Background: an optimization exercise with open tools, aiming at small area, a short achievable clock period and few clock cycles. Do not read the settings as production practice.
In this exercise RTL edits were held to simulation tests only and were not proved equivalent to the original.
No activity file was given, so power comes from the tool's default toggle rates.

== v1 ==
==> flow/design.v (excerpt) <==
module control_top(
    output logic [15:0] imem_addr,
    input  logic [31:0] imem_rdata,
    output logic [15:0] dmem_addr,
    output logic [63:0] dmem_wdata,
    output logic dmem_we,
    input  logic [63:0] dmem_rdata,
    output logic halted,
    input logic clk,
    input logic reset
);
logic [31:0] pcF;
logic        vecF;           
logic [31:0] pcI;
logic        vI, vecI, btbI;
logic [31:0] IR, pcD, pcp4D;    
logic [31:1] oh1D, oh2D;     
logic        vD, btbD;
logic [63:0] opA, opB;       
logic [15:0] immE;           
logic [31:0] pcp4E;          
logic [19:0] offE;           
logic        allocE;         
logic        vE;             
logic [4:0]  rdE;            
logic        ldE, stE, jalrE, excE, brkE, predE;
logic [4:0]  rdEr;
logic        ldEr, stEr, allocEr, jalrEr, excEr, brkEr;
logic        mEqEr, mLtEr, earlyEr, xE;    
assign rdE    = vE ? rdEr : 5'd0;
assign ldE    = vE && ldEr;
assign stE    = vE && stEr;
assign allocE = vE && allocEr;
assign jalrE  = vE && jalrEr;
assign excE   = vE && excEr;
assign brkE   = brkEr;
logic [2:0]  f3E;
logic        subE, selSumE, selAndE, selSltE, selShE, selLinkE;
logic [3:0]  shAE, shBE, shCE;
logic [1:0]  shRE;
logic        fillEnE;
logic [63:0] resM;
logic [15:0] addrM;
logic [4:0]  rdM;
logic        ldM, stM;
logic [2:0]  f3M;
logic [63:0] resW;
logic [4:0]  rdW;
logic [31:1] weW;            
logic        ldW;
logic [2:0]  f3W;
  ...
Size in the first run: about 9200 cells after synthesis, about 130000 sq um of cells after synthesis.
==> flow/config.mk <==
export PLATFORM = sky130hd
export DESIGN_NAME = control_top
export DESIGN_NICKNAME = control_top
export VERILOG_FILES = /design/flow/design.v
export SDC_FILE = /design/flow/constraint.sdc
export NUM_CORES = 8
export LEC_CHECK = 0
export CAP_MARGIN = 20
export CORE_MARGIN = 2
export CORE_UTILIZATION = 30
export GPL_ROUTABILITY_DRIVEN = 0
export PLACE_DENSITY = 0.6
export SLEW_MARGIN = 40
export SYNTH_HIERARCHICAL = 1
==> flow/constraint.sdc <==
create_clock -name core_clock -period 10.0 [get_ports {clk}]
set_input_delay 2.0000 -clock core_clock [delete_from_list [all_inputs] [get_ports {clk}]]
set_output_delay 2.0000 -clock core_clock [all_outputs]
set_load 0.01 [all_outputs]
standard.sh (not shown) runs the stock make flow with config.mk's settings and CLKGATE_MAP_FILE= SYNTH_SCRIPT=/design/flow/synth_recipe.tcl, a recipe that flattens the netlist after the stock synthesis.
==> flow/flow/run.sh <==
#!/bin/bash
# The standard layout (the standard.sh: ORFS synthesis to final layout) with
# these changes:
#  - repair_timing aims for 6.4 ns of setup slack instead of 0, so the resizer
#    keeps working on paths well below the 10 ns clock period;
#  - it may resize cells to other drive strengths before global routing too
#    (MATCH_CELL_FOOTPRINT=0; the platform's default allows only same-footprint
#    swaps there);
#  - the buffer that every input and output port gets is a buf_4 rather than
#    the delay cell buffer_ports picks by itself.
# Should the incremental reroute after the post-global-route repair stop on an
# overflowing gcell, global routing is redone without that repair.
# make's full output goes to the flow_*.log files in this folder; ORFS keeps
# each tool's own log under orfs/logs/.
set -uo pipefail
M=(SETUP_SLACK_MARGIN=6.4 MATCH_CELL_FOOTPRINT=0 "BUFFER_PORTS_ARGS=-buffer_cell sky130_fd_sc_hd__buf_4")
bash standard.sh "${M[@]}" cts > flow_cts.log 2>&1 || exit 1
if ! bash standard.sh "${M[@]}" grt > flow_grt.log 2>&1; then
    bash standard.sh "${M[@]}" SKIP_INCREMENTAL_REPAIR=1 grt > flow_grt2.log 2>&1 || exit 1
fi
bash standard.sh "${M[@]}" finish > flow_finish.log 2>&1 || exit 1
Per the final summary, v1 finished and its layout is clean on timing, DRC and antenna.
Testbench counts of v1, summed over its fixed seeds: cycles 36,338.
#### Input delta (v8 over v1)
# v1
export LEC_CHECK = 0
export CAP_MARGIN = 20
export CORE_MARGIN = 2
export CORE_UTILIZATION = 30
export GPL_ROUTABILITY_DRIVEN = 0
export PLACE_DENSITY = 0.6
export SLEW_MARGIN = 40
export SYNTH_HIERARCHICAL = 1
create_clock -name core_clock -period 10.0 [get_ports {clk}]
# v8
export LEC_CHECK = 0
export CAP_MARGIN = 20
export CORE_MARGIN = 2
export CORE_UTILIZATION = 30
export PLACE_DENSITY = 0.65
export SLEW_MARGIN = 40
export SYNTH_HIERARCHICAL = 1
create_clock -name core_clock -period 10.0 [get_ports {clk}]
Findings:
- Looking at the reports, v8 completed the entire flow and the layout it produced met the timing, design-rule and antenna checks.
- Multi-input logic portion of the cell area was lower in the run labelled v1.
- NOTE: routed length on met3 in v8 falls short of that of v1
- v8 against v1: design area held steady, cell count along the critical path fell 1.
- Count of non-filler cells in the finished layout essentially unchanged between v1 and v8.
- ~same sum of routed wire length over all layers in v8 and v1
- Standby leakage power sits lower in v8 than in v1.
- Relative to v1, the clock-buffer cell count measured on v8 has increased by a few percent.
- Transition time of the tightest slew-check pin was lower in v1 than in v8.
- Compared with v1, v8 shows a lower worst path arrival time.
- Part of the total power dissipated in sequential elements: v8 vs v1 up 0.8 points

## what the ideal ports hide
How much do the figures lean on ideal ports? The routed layouts below were timed once more, with nothing changed but the port constraints. Step 1: set_driving_cell puts a clkbuf_16 on clk and a buf_2 on each other input, an assumption about the parent block. Step 2 adds t to the input delays and takes it off the output delays; t is the mean of the earliest and latest rising clock arrival at the registers after step 1. Input paths then give back, and output paths get back, about the clock's delay inside the block. Slacks: ideal ports / drivers / drivers and shift; pairs: ideal ports / drivers.
run | shift t [ns] | setup slack, ns | cell pins on the clock port's net
v1 | 1.006 | 6.236 / 6.236 / 6.207 | 1
v8 | 0.967 | 6.326 / 6.301 / 6.286 | 1
After both steps every run listed still meets setup and hold. For v8, which loses most, drivers alone change the setup slack by -0.025 ns; drivers and shift together by -0.040 ns.
